Source: an optimization exercise on an open RTL-to-GDS flow (aim: small area). Production flows keep margins and buffers that such runs may drop. In this exercise RTL edits were held to simulation tests only and were not proved equivalent to the original. The flow treats the clock pin as an ideal source. Dropping or thinning the clock tree relies on that and would not hold on a real chip. Power figures rest on the tool's default switching activity, not on a simulated workload.

main:
==> flow/design.v <==
module reaction_timer_top(
	input  logic       clk,
	input  logic       rst,
	input  logic       start_stop_btn,
	output logic       led,
	output logic [3:0] an,
	output logic [6:0] seg
);
	localparam logic [1:0] S0 = 2'd0, S1 = 2'd1, S2 = 2'd2, S3 = 2'd3;
	logic [1:0] state;
	logic [15:0] r;	 
	logic btn_d1, btn_d2;
	always_ff @(posedge clk, posedge rst)
		if (rst) btn_d1 <= 1'b0;
		else btn_d1 <= start_stop_btn;
	always_ff @(posedge clk)
		btn_d2 <= btn_d1;
	wire pulse = btn_d1 & ~btn_d2;
	logic [4:0] ph;
	localparam logic [7:0] PH_FB = 8'd180;	 
	always_ff @(posedge clk, posedge rst)
		if (rst) ph <= 5'd8;
		else ph <= {ph[3:0], PH_FB[{ph[4], ph[3], ph[0]}]};
	wire p9  = (ph[2:0] == 3'b101);	 
	wire p19 = (ph[3:1] == 3'b010);	 
	wire tick = p9;
	logic [1:0] dcnt;
	always_ff @(posedge clk, posedge rst)
		if (rst) dcnt <= 2'd0;
		else if (tick) dcnt <= dcnt + 2'd1;
	logic [2:0] t5;
	assign t5 = r[11:9];
	wire [2:0] t5n = t5[2] ? 3'd0 : t5 + 3'd1;
	wire dtick = p19 & dcnt[0] & t5[2];
	wire inc = (state == S1) ? dtick : (state == S2) ? tick : 1'b0;
	wire bin = (state == S1);
	logic [15:0] rinc;
	logic c1, c2, c3;
	always_comb begin
		logic w0, w1, wb0, wb1;
		w0 = bin ? &r[3:0] : (r[3] & r[0]);
		wb0 = ~bin & r[3] & r[0];
		rinc[0] = ~r[0];
		rinc[1] = (r[1] ^ r[0]) & ~wb0;
		rinc[2] = r[2] ^ (r[1] & r[0]);
		rinc[3] = (r[3] ^ (r[2] & r[1] & r[0])) & ~wb0;
		c1 = w0;
		w1 = bin ? &r[7:4] : (r[7] & r[4]);
		wb1 = ~bin & r[7] & r[4];
		rinc[4] = r[4] ^ c1;
		rinc[5] = (r[5] ^ (c1 & r[4])) & ~(c1 & wb1);
		rinc[6] = r[6] ^ (c1 & r[5] & r[4]);
		rinc[7] = (r[7] ^ (c1 & r[6] & r[5] & r[4])) & ~(c1 & wb1);
		c2 = c1 & w1;
		rinc[8] = r[8] ^ c2;
		rinc[9] = (r[9] ^ (c2 & r[8])) & ~(c2 & r[11] & r[8]);
		rinc[10] = r[10] ^ (c2 & r[9] & r[8]);
		rinc[11] = (r[11] ^ (c2 & r[10] & r[9] & r[8])) & ~(c2 & r[11] & r[8]);
		c3 = c2 & r[11] & r[8];
		rinc[12] = r[12] ^ c3;
		rinc[13] = (r[13] ^ (c3 & r[12])) & ~(c3 & r[15] & r[12]);
		rinc[14] = r[14] ^ (c3 & r[13] & r[12]);
		rinc[15] = (r[15] ^ (c3 & r[14] & r[13] & r[12])) & ~(c3 & r[15] & r[12]);
	end
	wire done = (state == S1) & r[8];
	always_ff @(posedge clk, posedge rst)
		if (rst) r[7:0] <= 8'h9B;	 
		else if (state == S0) r[7:0] <= {r[6:0], ~(r[7] ^ r[5] ^ r[4] ^ r[3])};
		else if (inc) r[7:0] <= rinc[7:0];
	always_ff @(posedge clk)
		if (state == S0 || done) r[8] <= 1'b0;
		else if (inc) r[8] <= rinc[8];
	always_ff @(posedge clk, posedge rst)
		if (rst) r[11:9] <= 3'd4;
		else if (!(state == S2 || state == S3)) begin
			if (done) r[11:9] <= 3'd0;
			else if (tick) r[11:9] <= t5n;
		end else if (inc) r[11:9] <= rinc[11:9];
	always_ff @(posedge clk, posedge rst)
		if (rst) r[15:12] <= 4'd0;
		else if (inc) r[15:12] <= rinc[15:12];
	always_ff @(posedge clk, posedge rst)
		if (rst) state <= S0;
		else case (state)
			S0: if (pulse) state <= S1;
			S1: if (done) state <= S2;
			S2: if (pulse) state <= S3;
			default: ;
		endcase
	assign led = (state == S2);
	wire [1:0] sel = dcnt | {2{~(state == S2 || state == S3)}};
	logic [3:0] dig;
	always_comb
		case (sel)
			2'd0: dig = r[3:0];
			2'd1: dig = r[7:4];
			2'd2: dig = r[11:8];
			default: dig = r[15:12];
		endcase
	always_comb
		case (dcnt)
			2'd0: an = 4'b1110;
			2'd1: an = 4'b1101;
			2'd2: an = 4'b1011;
			default: an = 4'b0111;
		endcase
	always_comb
		case (dig)
			4'd0: seg = 7'b0000001;
			4'd1: seg = 7'b1001111;
			4'd2: seg = 7'b0010010;
			4'd3: seg = 7'b0000110;
			4'd4: seg = 7'b1001100;
			4'd5: seg = 7'b0100100;
			4'd6: seg = 7'b0100000;
			4'd7: seg = 7'b0001111;
			4'd8: seg = 7'b0000000;
			4'd9: seg = 7'b0001100;
			default: seg = 7'bxxxxxxx;
		endcase
endmodule
export LEC_CHECK = 0
export CAP_MARGIN = 20
export CORE_MARGIN = 2
export CORE_UTILIZATION = 40
export SLEW_MARGIN = 20
create_clock -name core_clock -period 18.0 [get_ports {clk}]
standard.sh (not shown) runs the stock make flow with config.mk's settings and CLKGATE_MAP_FILE= SYNTH_SCRIPT=/design/flow/synth_recipe.tcl, a recipe that flattens the netlist after the stock synthesis.
==> flow/flow/run.sh <==
#!/bin/bash
# Own layout flow: the standard synthesis, then an area-oriented ABC
# re-mapping of the combinational logic only (every flip-flop instance is
# kept as synthesised, with its name and cell), then the standard layout
# with small port buffers and a one-buffer clock tree.
set -euo pipefail
W=$PWD
R=$W/orfs/results/$FLOW_PLATFORM/reaction_timer_top/base
LIB=$FLOW_HOME/platforms/$FLOW_PLATFORM/lib/sky130_fd_sc_hd__tt_025C_1v80.lib

# 1. standard synthesis (netlist only)
bash standard.sh $R/1_2_yosys.v > $W/log_1_synth.txt 2>&1
cp $R/1_2_yosys.v $W/1_2_yosys_standard.v

# 2. re-map the combinational logic for area
#    ABC's deepsyn is run with several seeds; the smallest netlist is kept.
reopt() {
	sed -e "s|@IN@|$W/1_2_yosys_standard.v|" -e "s|@OUT@|$W/reopt_$1.v|" -e "s|@LIB@|$LIB|g" \
		-e "s|@SEED@|$1|" $W/flow/reopt.ys > $W/reopt_$1.ys
	yosys -s $W/reopt_$1.ys > $W/log_2_reopt_$1.txt 2>&1 || true
}
SEEDS=$(seq 1 16)
for s in $SEEDS; do
	reopt $s &
	while (( $(jobs -rp | wc -l) >= ${NUM_CORES:-4} )); do sleep 1; done
done
wait
best=""; best_area=""
for s in $SEEDS; do
	a=$(grep "Chip area" $W/log_2_reopt_$s.txt | tail -n 1 | awk '{print $NF}')
	[[ -n "$a" && -f $W/reopt_$s.v ]] || continue
	if [[ -z "$best" ]] || awk -v a="$a" -v b="$best_area" 'BEGIN{exit !(a<b)}'; then best=$s; best_area=$a; fi
done
echo "reopt: seed $best, area $best_area" > $W/log_2_reopt.txt
cp $W/reopt_$best.v $R/1_2_yosys.v

# 3. standard floorplan and placement from the re-mapped netlist
bash standard.sh \
	"BUFFER_PORTS_ARGS=-buffer_cell sky130_fd_sc_hd__buf_1" \
	$R/3_place.odb $R/3_place.sdc > $W/log_3_place.txt 2>&1

# 4. clock tree: one buffer between the clock port and all flip-flops
MCTS_RESULTS=$R MCTS_LIB=$LIB MCTS_PLATFORM_DIR=$FLOW_HOME/platforms/$FLOW_PLATFORM \
	MCTS_CLK=clk MCTS_CELL=sky130_fd_sc_hd__buf_12 \
	openroad -no_init -exit $W/flow/manual_cts.tcl > $W/log_4_cts.txt 2>&1

# 5. standard routing and finishing
bash standard.sh \
	"BUFFER_PORTS_ARGS=-buffer_cell sky130_fd_sc_hd__buf_1" \
	finish > $W/log_5_finish.txt 2>&1
Other scripts of this flow, unchanged in this note and not shown: flow/flow/manual_cts.tcl, flow/flow/reopt.ys
#### Input delta (the feature branch over main)
diff --git a/flow/design.v b/flow/design.v
--- a/flow/design.v
+++ b/flow/design.v
@@ -77,6 +77,6 @@
 			else if (tick) r[11:9] <= t5n;
 		end else if (inc) r[11:9] <= rinc[11:9];
-	always_ff @(posedge clk, posedge rst)
-		if (rst) r[15:12] <= 4'd0;
+	always_ff @(posedge clk)
+		if (state == S0) r[15:12] <= 4'd0;
 		else if (inc) r[15:12] <= rinc[15:12];
 	always_ff @(posedge clk, posedge rst)
@@ -89,13 +89,13 @@
 		endcase
 	assign led = (state == S2);
-	wire [1:0] sel = dcnt | {2{~(state == S2 || state == S3)}};
-	logic [3:0] dig;
+	logic [3:0] dsel;
 	always_comb
-		case (sel)
-			2'd0: dig = r[3:0];
-			2'd1: dig = r[7:4];
-			2'd2: dig = r[11:8];
-			default: dig = r[15:12];
+		case (dcnt)
+			2'd0: dsel = r[3:0];
+			2'd1: dsel = r[7:4];
+			2'd2: dsel = r[11:8];
+			default: dsel = r[15:12];
 		endcase
+	wire [3:0] dig = dsel & {4{state == S2 || state == S3}};
 	always_comb
 		case (dcnt)
--- outcome ---
The feature branch ends up with higher total power per unit cell area than main does.
The feature branch ended up with a higher multi-input gate share of total cell area than main did.
The feature branch vs main — average size of a mapped cell dropped 2.7%.
The feature branch and main ended up with nearly the same area added between synthesis and finish.
Any difference in combined buffer and inverter count along the critical path between the feature branch and main is small enough to ignore.
The feature branch has more setup slack than main.
Between main and the feature branch, the flow reports first-iteration DRC count decreasing slightly.
In the feature branch the pin slew with the least headroom to its limit turned out 0.15 ns lower than in main.
Delta(layout net count, the feature branch - main) > 0
No run of this note takes its clock network from TritonCTS; it comes from the design's own scripts or RTL.

Another version of the RTL of reaction_timer_top (not shown whole).
For scale: roughly 150 cells after synthesis, ~15 I/O pins, ~0.0012 mm² of cells after synthesis.
==> module reaction_timer_top, before the edit <==
module reaction_timer_top(
	input  logic       clk,
	input  logic       rst,
	input  logic       start_stop_btn,
	output logic       led,
	output logic [3:0] an,
	output logic [6:0] seg
);
	localparam logic [1:0] S0 = 2'd0, S1 = 2'd1, S2 = 2'd2, S3 = 2'd3;
	logic [1:0] state;
	logic [15:0] r;	 
	logic btn_d1, btn_d2;
	always_ff @(posedge clk)
		if (rst) btn_d1 <= 1'b0;
		else btn_d1 <= start_stop_btn;
	always_ff @(posedge clk)
		btn_d2 <= btn_d1;
	wire pulse = btn_d1 & ~btn_d2;
	logic [4:0] ph;
	localparam logic [7:0] PH_FB = 8'd180;	 
	always_ff @(posedge clk)
		if (rst) ph <= 5'd1;
		else ph <= {ph[3:0], PH_FB[{ph[4], ph[2], ph[1]}]};
	wire p9  = ph[4] & ~ph[2] & ph[0];	 
	wire p19 = ph[4] & ~ph[2] & ~ph[1];	 
	wire tick = p9;
	logic [1:0] dj;
	always_ff @(posedge clk, posedge rst)
		if (rst) dj <= 2'd0;
		else if (tick) dj <= {dj[0], ~dj[1]};
	wire [1:0] dcnt = {dj[1], dj[1] ^ dj[0]};
	logic [2:0] t5;
	assign t5 = r[11:9];
	wire [2:0] t5n = t5[2] ? 3'd0 : t5 + 3'd1;
	wire dtick = p19 & dcnt[0] & t5[2];
	wire inc = (state == S1) ? dtick : (state == S2) ? tick : 1'b0;
	wire bin = (state == S1);
	logic [15:0] rinc;
	logic c1, c2, c3;
	always_comb begin
		logic w0, w1, wb0, wb1;
		w0 = bin ? &r[3:0] : (r[3] & r[0]);
		wb0 = ~bin & r[3] & r[0];
		rinc[0] = ~r[0];
		rinc[1] = (r[1] ^ r[0]) & ~wb0;
		rinc[2] = r[2] ^ (r[1] & r[0]);
		rinc[3] = (r[3] ^ (r[2] & r[1] & r[0])) & ~wb0;
		c1 = w0;
		w1 = bin ? &r[7:4] : (r[7] & r[4]);
		wb1 = ~bin & r[7] & r[4];
		rinc[4] = r[4] ^ c1;
		rinc[5] = (r[5] ^ (c1 & r[4])) & ~(c1 & wb1);
		rinc[6] = r[6] ^ (c1 & r[5] & r[4]);
		rinc[7] = (r[7] ^ (c1 & r[6] & r[5] & r[4])) & ~(c1 & wb1);
		c2 = c1 & w1;
		rinc[8] = r[8] ^ c2;
		rinc[9] = (r[9] ^ (c2 & r[8])) & ~(c2 & r[11] & r[8]);
		rinc[10] = r[10] ^ (c2 & r[9] & r[8]);
		rinc[11] = (r[11] ^ (c2 & r[10] & r[9] & r[8])) & ~(c2 & r[11] & r[8]);
		c3 = c2 & r[11] & r[8];
		rinc[12] = r[12] ^ c3;
		rinc[13] = (r[13] ^ (c3 & r[12])) & ~(c3 & r[15] & r[12]);
		rinc[14] = r[14] ^ (c3 & r[13] & r[12]);
		rinc[15] = (r[15] ^ (c3 & r[14] & r[13] & r[12])) & ~(c3 & r[15] & r[12]);
	end
	wire done = (state == S1) & r[8];
	always_ff @(posedge clk)
		if (rst) r[7:0] <= 8'h9B;	 
		else if (state == S0) r[7:0] <= {r[6:0], ~(r[7] ^ r[5] ^ r[4] ^ r[3])};
		else if (inc) r[7:0] <= rinc[7:0];
	always_ff @(posedge clk)
		if (state == S0 || done) r[8] <= 1'b0;
		else if (inc) r[8] <= rinc[8];
	always_ff @(posedge clk)
		if (rst) r[11:9] <= 3'd4;
		else if (!(state == S2 || state == S3)) begin
			if (done) r[11:9] <= 3'd0;
			else if (tick) r[11:9] <= t5n;
		end else if (inc) r[11:9] <= rinc[11:9];
	always_ff @(posedge clk)
		if (state == S0) r[15:12] <= 4'd0;
		else if (inc) r[15:12] <= rinc[15:12];
	always_ff @(posedge clk, posedge rst)
		if (rst) state <= S0;
		else case (state)
			S0: if (pulse) state <= S1;
			S1: if (done) state <= S2;
			S2: if (pulse) state <= S3;
			default: ;
		endcase
	assign led = (state == S2);
	logic [3:0] dsel;
	always_comb
		case (dcnt)
			2'd0: dsel = r[3:0];
			2'd1: dsel = r[7:4];
			2'd2: dsel = r[11:8];
			default: dsel = r[15:12];
		endcase
	wire [3:0] dig = dsel & {4{state == S2 || state == S3}};
	always_comb
		case (dcnt)
			2'd0: an = 4'b1110;
			2'd1: an = 4'b1101;
			2'd2: an = 4'b1011;
			default: an = 4'b0111;
		endcase
	always_comb
		case (dig)
			4'd0: seg = 7'b0000001;
			4'd1: seg = 7'b1001111;
			4'd2: seg = 7'b0010010;
			4'd3: seg = 7'b0000110;
			4'd4: seg = 7'b1001100;
			4'd5: seg = 7'b0100100;
			4'd6: seg = 7'b0100000;
			4'd7: seg = 7'b0001111;
			4'd8: seg = 7'b0000000;
			4'd9: seg = 7'b0001100;
			default: seg = 7'bxxxxxxx;
		endcase
endmodule
export LEC_CHECK = 0
export CAP_MARGIN = 20
export CORE_MARGIN = 2
export CORE_UTILIZATION = 40
export SLEW_MARGIN = 20
create_clock -name core_clock -period 18.0 [get_ports {clk}]
==> flow/flow/run.sh <==
#!/bin/bash
# Own layout flow: the standard synthesis, then an area-oriented ABC
# re-mapping of the combinational logic only (every flip-flop instance is
# kept as synthesised, with its name and cell), then the standard layout
# with small port buffers and a one-buffer clock tree.
set -euo pipefail
W=$PWD
R=$W/orfs/results/$FLOW_PLATFORM/reaction_timer_top/base
LIB=$FLOW_HOME/platforms/$FLOW_PLATFORM/lib/sky130_fd_sc_hd__tt_025C_1v80.lib

# 1. standard synthesis (netlist only)
bash standard.sh $R/1_2_yosys.v > $W/log_1_synth.txt 2>&1
cp $R/1_2_yosys.v $W/1_2_yosys_standard.v

# 2. re-map the combinational logic for area
#    ABC's deepsyn is run with several seeds; the smallest netlist is kept.
reopt() {
	sed -e "s|@IN@|$W/1_2_yosys_standard.v|" -e "s|@OUT@|$W/reopt_$1.v|" -e "s|@LIB@|$LIB|g" \
		-e "s|@SEED@|$1|" $W/flow/reopt.ys > $W/reopt_$1.ys
	yosys -s $W/reopt_$1.ys > $W/log_2_reopt_$1.txt 2>&1 || true
}
SEEDS=$(seq 1 24)
for s in $SEEDS; do
	reopt $s &
	while (( $(jobs -rp | wc -l) >= ${NUM_CORES:-4} )); do sleep 1; done
done
wait
best=""; best_area=""
for s in $SEEDS; do
	a=$(grep "Chip area" $W/log_2_reopt_$s.txt | tail -n 1 | awk '{print $NF}')
	[[ -n "$a" && -f $W/reopt_$s.v ]] || continue
	if [[ -z "$best" ]] || awk -v a="$a" -v b="$best_area" 'BEGIN{exit !(a<b)}'; then best=$s; best_area=$a; fi
done
echo "reopt: seed $best, area $best_area" > $W/log_2_reopt.txt
cp $W/reopt_$best.v $R/1_2_yosys.v

# 3. standard floorplan and placement from the re-mapped netlist
bash standard.sh \
	"BUFFER_PORTS_ARGS=-buffer_cell sky130_fd_sc_hd__buf_1" \
	$R/3_place.odb $R/3_place.sdc > $W/log_3_place.txt 2>&1

# 4. clock tree: one buffer between the clock port and all flip-flops
MCTS_RESULTS=$R MCTS_LIB=$LIB MCTS_PLATFORM_DIR=$FLOW_HOME/platforms/$FLOW_PLATFORM \
	MCTS_CLK=clk MCTS_CELL=sky130_fd_sc_hd__buf_12 \
	openroad -no_init -exit $W/flow/manual_cts.tcl > $W/log_4_cts.txt 2>&1

# 5. standard routing and finishing
bash standard.sh \
	"BUFFER_PORTS_ARGS=-buffer_cell sky130_fd_sc_hd__buf_1" \
	finish > $W/log_5_finish.txt 2>&1
Other scripts of this flow, unchanged in this note and not shown: flow/flow/manual_cts.tcl, flow/flow/reopt.ys
Edit:
--- a/flow/design.v
+++ b/flow/design.v
@@ -17,14 +17,14 @@
 		btn_d2 <= btn_d1;
 	wire pulse = btn_d1 & ~btn_d2;
 	logic [4:0] ph;
 	localparam logic [7:0] PH_FB = 8'd180;	 
 	always_ff @(posedge clk)
-		if (rst) ph <= 5'd1;
-		else ph <= {ph[3:0], PH_FB[{ph[4], ph[2], ph[1]}]};
-	wire p9  = ph[4] & ~ph[2] & ph[0];	 
-	wire p19 = ph[4] & ~ph[2] & ~ph[1];	 
+		if (rst) ph <= 5'd8;
+		else ph <= {ph[3:0], PH_FB[{ph[4], ph[3], ph[0]}]};
+	wire p9  = (ph[2:0] == 3'b101);	 
+	wire p19 = (ph[3:1] == 3'b010);	 
 	wire tick = p9;
 	logic [1:0] dj;
 	always_ff @(posedge clk, posedge rst)
 		if (rst) dj <= 2'd0;
 		else if (tick) dj <= {dj[0], ~dj[1]};
- final area increases slightly
- via count increases slightly
- hold slack hardly moves
- fmax goes up slightly
- global-route usage came out lower by 0.82 points
- core utilization went up by 0.29 points
- routed wire length shrinks by a few percent
- combinational power falls by roughly a tenth
- cell count rose slightly
- critical path depth went down by 2
In every run of this note, the design's own scripts or RTL, not TritonCTS, make the clock network.

-- afterwards: timing with drivers on the ports --
How much do the figures lean on ideal ports? The routed layouts below were timed once more, with nothing changed but the port constraints. Step 1, drivers: a clkbuf_16 drives clk and a buf_2 each remaining input, both assumed. Step 2, shift: input delay + t, output delay - t, t = (earliest + latest rising clock arrival at the registers) / 2. This alone moves slack from input paths to output paths. Three values: ideal, step 1, step 2; two values: the first two.
run	t, ns	slack for setup (ns)	hold WS [ns]	worst setup path at the end	cell pins on the clock port's net
main	0.166	11.848 / 11.815 / 11.981	0.380 / 0.379 / 0.379	register to output	1
the feature branch	0.168	12.304 / 12.271 / 12.439	0.376 / 0.376 / 0.376	register to output	1
the first run of note 2	0.160	12.183 / 12.156 / 12.316	0.359 / 0.359 / 0.359	register to output	1
the second run of note 2	0.168	12.256 / 12.226 / 12.393	0.360 / 0.360 / 0.360	register to output	1
After both steps setup and hold are still met in every run listed.
